From an optimization exercise on the open Yosys and OpenROAD flow, aimed at small area, a short achievable clock period and few clock cycles; shortcuts taken in it are not production practice. RTL that was checked went through simulation tests only; none was proved equivalent to the original.

==> trial 83 <==
## CONV
module CONV(
	input		clk,
	input		reset,
	output	reg	busy,
	input		ready,
	output	reg [11:0]	iaddr,
	input	signed [19:0] idata,
	output	 reg cwr,
	output	 reg [11:0]	caddr_wr,
	output	 reg [19:0]	cdata_wr,
	output	 reg	crd,
	output	 reg [11:0]	caddr_rd,
	input	 [19:0]	cdata_rd,
	output reg 	[2:0] 	csel
	);
reg        run, fin;
reg  [3:0] k;        
reg  [6:0] x;        
reg  [3:0] S;        
wire       last = S[3] & (k == 4'd9);
always @(posedge clk or posedge reset) begin
	if (reset) begin
		run <= 1'b0; fin <= 1'b0;
		k <= 4'd0; x <= 7'd0; S <= 4'd0;
	end else if (!run) begin
		if (ready && !fin) run <= 1'b1;
	end else if (!fin) begin
		if (last) fin <= 1'b1;
		if (k == 4'd9) begin
			k <= 4'd0;
			if (x == 7'd64) begin
				x <= 7'd0; S <= S + 4'd1;
			end else
				x <= x + 7'd1;
		end else
			k <= k + 4'd1;
	end
end
wire       go = run & ~fin;
wire [5:0] rrow = {S[2:0], 3'b000} + {2'b00, k} - 6'd1;
wire [5:0] rcol = x[5:0] - 6'd1;
reg        z1, v1;
always @(posedge clk) begin
	iaddr <= {rrow, rcol};
	z1 <= (x == 7'd0) | (S == 4'd0 && k == 4'd0) | (S == 4'd7 && k == 4'd9) | S[3];
end
always @(posedge clk or posedge reset) begin
	if (reset) v1 <= 1'b0;
	else v1 <= go & (k >= 4'd2) & ((x >= 7'd2) | ((x == 7'd0) & (S != 4'd0)));
end
reg [19:0] sr0, sr1, sr2, sr3, sr4, sr5, sr6, sr7, sr8, sr9, sr10, sr11, sr12, sr13, sr14, sr15, sr16, sr17, sr18, sr19, sr20, sr21, sr22;
always @(posedge clk) begin
	sr0 <= z1 ? 20'd0 : idata;
	sr1 <= sr0;
	sr2 <= sr1;
	sr3 <= sr2;
	sr4 <= sr3;
	sr5 <= sr4;
	sr6 <= sr5;
	sr7 <= sr6;
	sr8 <= sr7;
	sr9 <= sr8;
	sr10 <= sr9;
	sr11 <= sr10;
	sr12 <= sr11;
	sr13 <= sr12;
	sr14 <= sr13;
	sr15 <= sr14;
	sr16 <= sr15;
	sr17 <= sr16;
	sr18 <= sr17;
	sr19 <= sr18;
	sr20 <= sr19;
	sr21 <= sr20;
	sr22 <= sr21;
end
reg [2:0] vp;
always @(posedge clk or posedge reset) begin
	if (reset) vp <= 3'd0;
	else vp <= {vp[1:0], v1};
end
wire t1;
wire t2;
wire t3;
wire t4;
wire t5;
wire t6;
wire t7;
wire t8;
wire t9;
wire t10;
wire t11;
wire t12;
wire t13;
wire t14;
wire t15;
wire t16;
wire t17;
wire t18;
wire t19;
wire t20;
wire t21;
wire t22;
wire t23;
wire t24;
wire t25;
wire t26;
wire t27;
wire t28;
wire t29;
wire t30;
wire t31;
wire t32;
wire t33;
wire t34;
wire t35;
wire t36;
wire t37;
wire t38;
wire t39;
wire t40;
wire t41;
wire t42;
wire t43;
wire t44;
  ...
export LEC_CHECK = 0
export ABC_AREA = 1
export CAP_MARGIN = 50
export CORE_MARGIN = 2
export CORE_UTILIZATION = 65
export CTS_CLUSTER_DIAMETER = 100
export CTS_CLUSTER_SIZE = 25
export SLEW_MARGIN = 75
export SYNTH_HIERARCHICAL = 1
create_clock -name core_clock -period 10.0 [get_ports {clk}]
standard.sh (not shown) runs the stock make flow with config.mk's settings and CLKGATE_MAP_FILE= SYNTH_SCRIPT=/design/flow/synth_recipe.tcl, a recipe that flattens the netlist after the stock synthesis.
==> flow/flow/run.sh <==
#!/bin/bash
# The standard layout (the standard.sh, unchanged synthesis and steps),
# with the timing repair asked for extra setup slack (SETUP_SLACK_MARGIN) so
# that the resizer also speeds up paths that already meet the 10 ns clock.
# The clock period and constraints are the design's. make's output goes to
# flow_standard.log; each ORFS step also logs under orfs/logs/.
set -euo pipefail
bash standard.sh SETUP_SLACK_MARGIN=6.8 finish > flow_standard.log 2>&1
==> trial 43 (differences from trial 83) <==
--- a/flow/design.v
+++ b/flow/design.v
@@ -3873,11 +3873,10 @@
 reg  [19:0] rq;          
 reg  [19:0] acc;         
 reg  [19:0] hold;        
 reg         hold_v;
 reg  [9:0]  wc;          
-reg         endw;        
 wire [19:0] mx    = (rf || rq > acc) ? rq : acc;
 wire        res_v = rv & rl;
 wire        wr1   = ~l0go & (hold_v | res_v);
 wire        rd1   = (l0go & (|oc[11:4])) | (l0done & ~rdone & ~wr1);
 always @(posedge clk) begin
@@ -3887,11 +3886,11 @@
 end
 always @(posedge clk or posedge reset) begin
 	if (reset) begin
 		oc <= 12'd0; l0done <= 1'b0; rc <= 12'd0; rdone <= 1'b0;
 		rv1 <= 1'b0; rl1 <= 1'b0; rf1 <= 1'b0; rv <= 1'b0; rl <= 1'b0; rf <= 1'b0;
-		hold_v <= 1'b0; wc <= 10'd0; endw <= 1'b0;
+		hold_v <= 1'b0; wc <= 10'd0;
 		cwr <= 1'b0; crd <= 1'b0; busy <= 1'b0;
 	end else begin
 		if (l0go) oc <= oc + 12'd1;
 		if (l0go && oc == 12'hfff) l0done <= 1'b1;
 		rv1 <= rd1; rl1 <= rc[1:0] == 2'd3; rf1 <= rc[1:0] == 2'd0;
@@ -3902,12 +3901,11 @@
 		else if (res_v) hold_v <= 1'b1;
 		if (wr1) wc <= wc + 10'd1;
 		cwr <= l0go | wr1;
 		crd <= rd1;
 		if (!run && ready && !fin) busy <= 1'b1;
-		endw <= wr1 && wc == 10'h3ff;
-		if (endw) busy <= 1'b0;
+		if (cwr && csel[1] && wc == 10'd0 && rdone) busy <= 1'b0;
 	end
 end
 always @(posedge clk) begin
 	csel <= {1'b0, wr1, 1'b1};
 	caddr_rd <= {rc[11:9], rc[3:2], rc[0], rc[8:4], rc[1]};
==> flow/flow/run.sh (replaced) <==
#!/bin/bash
# Standard layout, with timing repair asked for extra setup slack so that the
# resizer also works on paths that already meet the 10 ns clock.
set -euo pipefail
bash standard.sh SETUP_SLACK_MARGIN=6.5 finish > flow_standard.log 2>&1
--- a/flow/config.mk
+++ b/flow/config.mk
@@ -3,11 +3,10 @@
 export DESIGN_NICKNAME = CONV
 export VERILOG_FILES = /design/flow/design.v
 export SDC_FILE = /design/flow/constraint.sdc
 export NUM_CORES = 4
 export LEC_CHECK = 0
-export ABC_AREA = 1
 export CAP_MARGIN = 50
 export CORE_MARGIN = 2
 export CORE_UTILIZATION = 65
 export CTS_CLUSTER_DIAMETER = 100
 export CTS_CLUSTER_SIZE = 25
==> trial 39 (differences from trial 83) <==
--- a/flow/design.v
+++ b/flow/design.v
@@ -3873,11 +3873,10 @@
 reg  [19:0] rq;          
 reg  [19:0] acc;         
 reg  [19:0] hold;        
 reg         hold_v;
 reg  [9:0]  wc;          
-reg         endw;        
 wire [19:0] mx    = (rf || rq > acc) ? rq : acc;
 wire        res_v = rv & rl;
 wire        wr1   = ~l0go & (hold_v | res_v);
 wire        rd1   = (l0go & (|oc[11:4])) | (l0done & ~rdone & ~wr1);
 always @(posedge clk) begin
@@ -3887,11 +3886,11 @@
 end
 always @(posedge clk or posedge reset) begin
 	if (reset) begin
 		oc <= 12'd0; l0done <= 1'b0; rc <= 12'd0; rdone <= 1'b0;
 		rv1 <= 1'b0; rl1 <= 1'b0; rf1 <= 1'b0; rv <= 1'b0; rl <= 1'b0; rf <= 1'b0;
-		hold_v <= 1'b0; wc <= 10'd0; endw <= 1'b0;
+		hold_v <= 1'b0; wc <= 10'd0;
 		cwr <= 1'b0; crd <= 1'b0; busy <= 1'b0;
 	end else begin
 		if (l0go) oc <= oc + 12'd1;
 		if (l0go && oc == 12'hfff) l0done <= 1'b1;
 		rv1 <= rd1; rl1 <= rc[1:0] == 2'd3; rf1 <= rc[1:0] == 2'd0;
@@ -3902,12 +3901,11 @@
 		else if (res_v) hold_v <= 1'b1;
 		if (wr1) wc <= wc + 10'd1;
 		cwr <= l0go | wr1;
 		crd <= rd1;
 		if (!run && ready && !fin) busy <= 1'b1;
-		endw <= wr1 && wc == 10'h3ff;
-		if (endw) busy <= 1'b0;
+		if (cwr && csel[1] && wc == 10'd0 && rdone) busy <= 1'b0;
 	end
 end
 always @(posedge clk) begin
 	csel <= {1'b0, wr1, 1'b1};
 	caddr_rd <= {rc[11:9], rc[3:2], rc[0], rc[8:4], rc[1]};
==> flow/flow/run.sh (replaced) <==
#!/bin/bash
# Standard layout, with timing repair asked for extra setup slack so that the
# resizer also works on paths that already meet the 10 ns clock.
set -euo pipefail
bash standard.sh SETUP_SLACK_MARGIN=6.8 finish > flow_standard.log 2>&1
--- a/flow/config.mk
+++ b/flow/config.mk
@@ -3,11 +3,10 @@
 export DESIGN_NICKNAME = CONV
 export VERILOG_FILES = /design/flow/design.v
 export SDC_FILE = /design/flow/constraint.sdc
 export NUM_CORES = 4
 export LEC_CHECK = 0
-export ABC_AREA = 1
 export CAP_MARGIN = 50
 export CORE_MARGIN = 2
 export CORE_UTILIZATION = 65
 export CTS_CLUSTER_DIAMETER = 100
 export CTS_CLUSTER_SIZE = 25
==> build 29 (differences from trial 83) <==
--- a/flow/design.v
+++ b/flow/design.v
@@ -2386,39 +2386,12 @@
 wire t2136;
 wire t2137;
 wire t2138;
 wire t2139;
 wire t2140;
-reg r9_0_0;
-reg r9_1_0;
-reg r9_1_1;
-reg r9_2_0;
-reg r9_3_0;
-reg r9_3_1;
-reg r9_4_0;
-reg r9_5_0;
-reg r9_5_1;
-reg r9_6_0;
-reg r9_6_1;
-reg r9_7_0;
-reg r9_7_1;
-reg r9_8_0;
-reg r9_8_1;
-reg r9_9_0;
-reg r9_9_1;
-reg r9_10_0;
-reg r9_10_1;
-reg r9_11_0;
-reg r9_11_1;
-reg r9_12_0;
-reg r9_12_1;
-reg r9_13_0;
-reg r9_13_1;
-reg r9_14_0;
-reg r9_14_1;
-reg r9_15_0;
-reg r9_15_1;
+wire [16:0] lows;
+reg lowc;
 reg r9_16_0;
 reg r9_16_1;
 reg r9_17_0;
 reg r9_17_1;
 reg r9_18_0;
@@ -3784,39 +3757,12 @@
 assign t2136 = t2048 ^ t2047;
 assign t2137 = t2048 | t2047;
 assign t2138 = ~t2049;
 assign t2139 = t2050 ^ t2138;
 assign t2140 = t2050 | t2138;
-always @(posedge clk) r9_0_0 <= r5_0_0;
-always @(posedge clk) r9_1_0 <= r5_1_0;
-always @(posedge clk) r9_1_1 <= r5_1_1;
-always @(posedge clk) r9_2_0 <= t2053;
-always @(posedge clk) r9_3_0 <= r5_3_0;
-always @(posedge clk) r9_3_1 <= t2054;
-always @(posedge clk) r9_4_0 <= t2056;
-always @(posedge clk) r9_5_0 <= t2058;
-always @(posedge clk) r9_5_1 <= t2057;
-always @(posedge clk) r9_6_0 <= t2061;
-always @(posedge clk) r9_6_1 <= t2059;
-always @(posedge clk) r9_7_0 <= t2064;
-always @(posedge clk) r9_7_1 <= t2062;
-always @(posedge clk) r9_8_0 <= t2066;
-always @(posedge clk) r9_8_1 <= t2065;
-always @(posedge clk) r9_9_0 <= t2069;
-always @(posedge clk) r9_9_1 <= t2067;
-always @(posedge clk) r9_10_0 <= t2072;
-always @(posedge clk) r9_10_1 <= t2070;
-always @(posedge clk) r9_11_0 <= t2075;
-always @(posedge clk) r9_11_1 <= t2073;
-always @(posedge clk) r9_12_0 <= t2078;
-always @(posedge clk) r9_12_1 <= t2076;
-always @(posedge clk) r9_13_0 <= t2080;
-always @(posedge clk) r9_13_1 <= t2079;
-always @(posedge clk) r9_14_0 <= t2083;
-always @(posedge clk) r9_14_1 <= t2081;
-always @(posedge clk) r9_15_0 <= t2086;
-always @(posedge clk) r9_15_1 <= t2084;
+assign lows = {1'b0, t2086, ~t2083, ~t2080, ~t2078, t2075, t2072, t2069, ~t2066, t2064, t2061, t2058, ~t2056, r5_3_0, ~t2053, r5_1_0, ~r5_0_0} + {1'b0, ~t2084, ~t2081, t2079, t2076, t2073, t2070, t2067, t2065, t2062, t2059, ~t2057, 1'b0, t2054, 1'b0, ~r5_1_1, 1'b0};
+always @(posedge clk) lowc <= lows[16];
 always @(posedge clk) r9_16_0 <= t2089;
 always @(posedge clk) r9_16_1 <= t2087;
 always @(posedge clk) r9_17_0 <= t2091;
 always @(posedge clk) r9_17_1 <= t2090;
 always @(posedge clk) r9_18_0 <= t2093;
@@ -3857,14 +3803,14 @@
 always @(posedge clk) r9_35_1 <= t2135;
 always @(posedge clk) r9_36_0 <= t2139;
 always @(posedge clk) r9_36_1 <= t2137;
 always @(posedge clk) r9_37_0 <= t2051;
 always @(posedge clk) r9_37_1 <= t2140;
-wire [37:0] fa = {r9_37_0, r9_36_0, r9_35_0, r9_34_0, ~r9_33_0, ~r9_32_0, r9_31_0, r9_30_0, ~r9_29_0, ~r9_28_0, ~r9_27_0, r9_26_0, r9_25_0, r9_24_0, r9_23_0, r9_22_0, ~r9_21_0, r9_20_0, r9_19_0, r9_18_0, ~r9_17_0, r9_16_0, r9_15_0, ~r9_14_0, ~r9_13_0, ~r9_12_0, r9_11_0, r9_10_0, r9_9_0, ~r9_8_0, r9_7_0, r9_6_0, r9_5_0, ~r9_4_0, r9_3_0, ~r9_2_0, r9_1_0, ~r9_0_0};
-wire [37:0] fb = {~r9_37_1, ~r9_36_1, ~r9_35_1, ~r9_34_1, ~r9_33_1, r9_32_1, r9_31_1, r9_30_1, r9_29_1, ~r9_28_1, r9_27_1, r9_26_1, r9_25_1, r9_24_1, r9_23_1, ~r9_22_1, r9_21_1, r9_20_1, r9_19_1, r9_18_1, r9_17_1, r9_16_1, ~r9_15_1, ~r9_14_1, r9_13_1, r9_12_1, r9_11_1, r9_10_1, r9_9_1, r9_8_1, r9_7_1, r9_6_1, ~r9_5_1, 1'b0, r9_3_1, 1'b0, ~r9_1_1, 1'b0};
-wire [37:0] tsum = fa + fb;
-wire [19:0] l0v = tsum[37] ? 20'd0 : tsum[35:16];
+wire [37:0] fa = {r9_37_0, r9_36_0, r9_35_0, r9_34_0, ~r9_33_0, ~r9_32_0, r9_31_0, r9_30_0, ~r9_29_0, ~r9_28_0, ~r9_27_0, r9_26_0, r9_25_0, r9_24_0, r9_23_0, r9_22_0, ~r9_21_0, r9_20_0, r9_19_0, r9_18_0, ~r9_17_0, r9_16_0, 1'b0, 1'b0, 1'b0, 1'b0, 1'b0, 1'b0, 1'b0, 1'b0, 1'b0, 1'b0, 1'b0, 1'b0, 1'b0, 1'b0, 1'b0, 1'b0};
+wire [37:0] fb = {~r9_37_1, ~r9_36_1, ~r9_35_1, ~r9_34_1, ~r9_33_1, r9_32_1, r9_31_1, r9_30_1, r9_29_1, ~r9_28_1, r9_27_1, r9_26_1, r9_25_1, r9_24_1, r9_23_1, ~r9_22_1, r9_21_1, r9_20_1, r9_19_1, r9_18_1, r9_17_1, r9_16_1, 1'b0, 1'b0, 1'b0, 1'b0, 1'b0, 1'b0, 1'b0, 1'b0, 1'b0, 1'b0, 1'b0, 1'b0, 1'b0, 1'b0, 1'b0, 1'b0};
+wire [21:0] tsum = fa[37:16] + fb[37:16] + {21'd0, lowc};
+wire [19:0] l0v = tsum[21] ? 20'd0 : tsum[19:0];
 wire        l0go = vp[2];
 reg  [11:0] oc;          
 reg         l0done;      
 reg  [11:0] rc;          
 reg         rdone;       
@@ -3880,11 +3826,11 @@
 wire        res_v = rv & rl;
 wire        wr1   = ~l0go & (hold_v | res_v);
 wire        rd1   = (l0go & (|oc[11:4])) | (l0done & ~rdone & ~wr1);
 always @(posedge clk) begin
 	rq <= cdata_rd;
-	if (rv) acc <= mx;
+	acc <= mx;
 	if (!hold_v || wr1) hold <= mx;
 end
 always @(posedge clk or posedge reset) begin
 	if (reset) begin
 		oc <= 12'd0; l0done <= 1'b0; rc <= 12'd0; rdone <= 1'b0;
@@ -3892,11 +3838,11 @@
 		hold_v <= 1'b0; wc <= 10'd0; endw <= 1'b0;
 		cwr <= 1'b0; crd <= 1'b0; busy <= 1'b0;
 	end else begin
 		if (l0go) oc <= oc + 12'd1;
 		if (l0go && oc == 12'hfff) l0done <= 1'b1;
-		rv1 <= rd1; rl1 <= rc[1:0] == 2'd3; rf1 <= rc[1:0] == 2'd0;
+		rv1 <= rd1; rl1 <= rd1 && rc[1:0] == 2'd3; rf1 <= rd1 && rc[1:0] == 2'd0;
 		rv <= rv1; rl <= rl1; rf <= rf1;
 		if (rd1) rc <= rc + 12'd1;
 		if (rd1 && rc == 12'hfff) rdone <= 1'b1;
 		if (wr1) hold_v <= hold_v & res_v;
 		else if (res_v) hold_v <= 1'b1;
==> flow/flow/run.sh (replaced) <==
#!/bin/bash
set -euo pipefail
export BUFFER_PORTS_ARGS="-buffer_cell sky130_fd_sc_hd__buf_2"
bash standard.sh SETUP_SLACK_MARGIN=6.8 finish > flow_standard.log 2>&1
==> flow/config.mk (replaced) <==
export PLATFORM = sky130hd
export DESIGN_NAME = CONV
export DESIGN_NICKNAME = CONV
export VERILOG_FILES = /design/flow/design.v
export SDC_FILE = /design/flow/constraint.sdc
export NUM_CORES = 4
export LEC_CHECK = 0
export CAP_MARGIN = 20
export CORE_MARGIN = 2
export CORE_UTILIZATION = 62
export CTS_CLUSTER_DIAMETER = 100
export CTS_CLUSTER_SIZE = 25
export SLEW_MARGIN = 20
export SYNTH_HIERARCHICAL = 1
==> flow_summary.toml <==
[cts]
ctsResizeCount = 227
numCtsBuffers = 44

[layout]
multi_input_area_share_pct = 49.16
seq_area_share_pct = 38.50
seq_area_mm2 = 0.01905

[run_status]
status = "finished clean"

[floorplan]
core_area_mm2 = 0.06586
die_h_um = 262.3

[placement]
place_congestion = 1.041
dp_slack_ps = 6514

[logic_synthesis]
synth_compound_area_share_pct = 2.447
synthCells = 2690

[worst_setup_path]
startpoint = "sr12[8]"
-- figures above: trial 39

==> flow_summary.toml <==
[run_status]
status = "finished clean"

[layout]
multi_input_area_share_pct = 50.56
num-nonclk-inverters = 246
seq_area_mm2 = 0.01896
seq_area_share_pct = 39.76

[floorplan]
core_area_mm2 = 0.06586
die_h_um = 262.3

[worst_setup_path]
startpoint = "caddr_rd[5]"

[placement]
io_buffers = 102
dp_slack_ps = 6616
place_congestion = 1.050

[cts]
ctsResizeCount = 37
numCtsBuffers = 44

[logic_synthesis]
synth_compound_area_share_pct = 2.447
synthCells = 2690
-- figures above: trial 43

==> flow_summary.toml <==
[layout]
multi_input_area_share_pct = 49.05
buffers_excl_clock = 275
area_delta_synth_final_pct = 13.59
dominant_cells = "multi-input gates"
seq_area_share_pct = 37.44

[logic_synthesis]
synthCells = 3248
synth_compound_area_share_pct = 1.254
synth_common_cells = "fa_1 (968), dfxtp_1 (778), inv_1 (400)"

[routing]
vias = 26087

[floorplan]
core_area_mm2 = 0.06835
die_h_um = 266.5

[cts]
ctsResizeCount = 201
numCtsBuffers = 44
clk_path_buf_depth = 3

[placement]
place_congestion = 1.023

[run_status]
status = "finished clean"

[worst_setup_path]
path_common_cell = "fa_1"
startpoint = "sr11[1]"
-- figures above: trial 83

==> flow_summary.toml <==
[cts]
ctsHoldBuffers = 0
ctsResizeCount = 329

[run_status]
status = "finished clean"

[floorplan]
core_area_mm2 = 0.06751
start_util_pct = 62.91
die_h_um = 265.7

[logic_synthesis]
yosysMostFrequentCell = "fa_1"
synthCells = 2642
synth_compound_area_share_pct = 2.215

[layout]
seq_area_mm2 = 0.01828
seq_area_share_pct = 37.76
multi_input_area_share_pct = 49.69

[timing]
slew_viol_final = 0

[worst_setup_path]
startpoint = "sr0[16]"

[global_route]
grt_util_met1_pct = 50.45

[placement]
place_congestion = 1.065
dp_slack_ps = 6167
-- figures above: build 29

Testbench counts of trial 83, summed over its fixed seeds: cycles 83,824.
Testbench counts of build 29, summed over its fixed seeds: cycles 83,824.
The RTL of trial 43 and trial 39 was laid out without a check of its function.

-- afterwards: timing with drivers on the ports --
The results above use ideal ports. As a check the final layouts listed here were re-extracted and re-timed, cells and wires unchanged. Step 1 assumes that a clkbuf_16 drives the clock port and a buf_2 every other input. Step 2 times the ports against the registers' clock, not the clock port: input delays grow and output delays shrink by t, the midpoint of the rising clock arrivals with the driver on. Slacks: no drivers / after step 1 / after step 2; pairs: no drivers / after step 1.
run	t, ns	setup slack, ns	clock arrival spread, ns	worst register clock-pin slew, ns	worst data-port slew with drivers (ns)
trial 83	0.692	6.673 / 6.673 / 6.673	0.049 / 0.049	0.11 / 0.11	0.06
trial 43	0.692	6.541 / 6.471 / 6.545	0.035 / 0.036	0.11 / 0.11	0.05
trial 39	0.692	6.658 / 6.658 / 6.658	0.044 / 0.044	0.11 / 0.11	0.05
build 29	0.707	6.661 / 6.661 / 6.661	0.053 / 0.052	0.10 / 0.10	0.06
After both steps setup and hold are still met in every run listed.
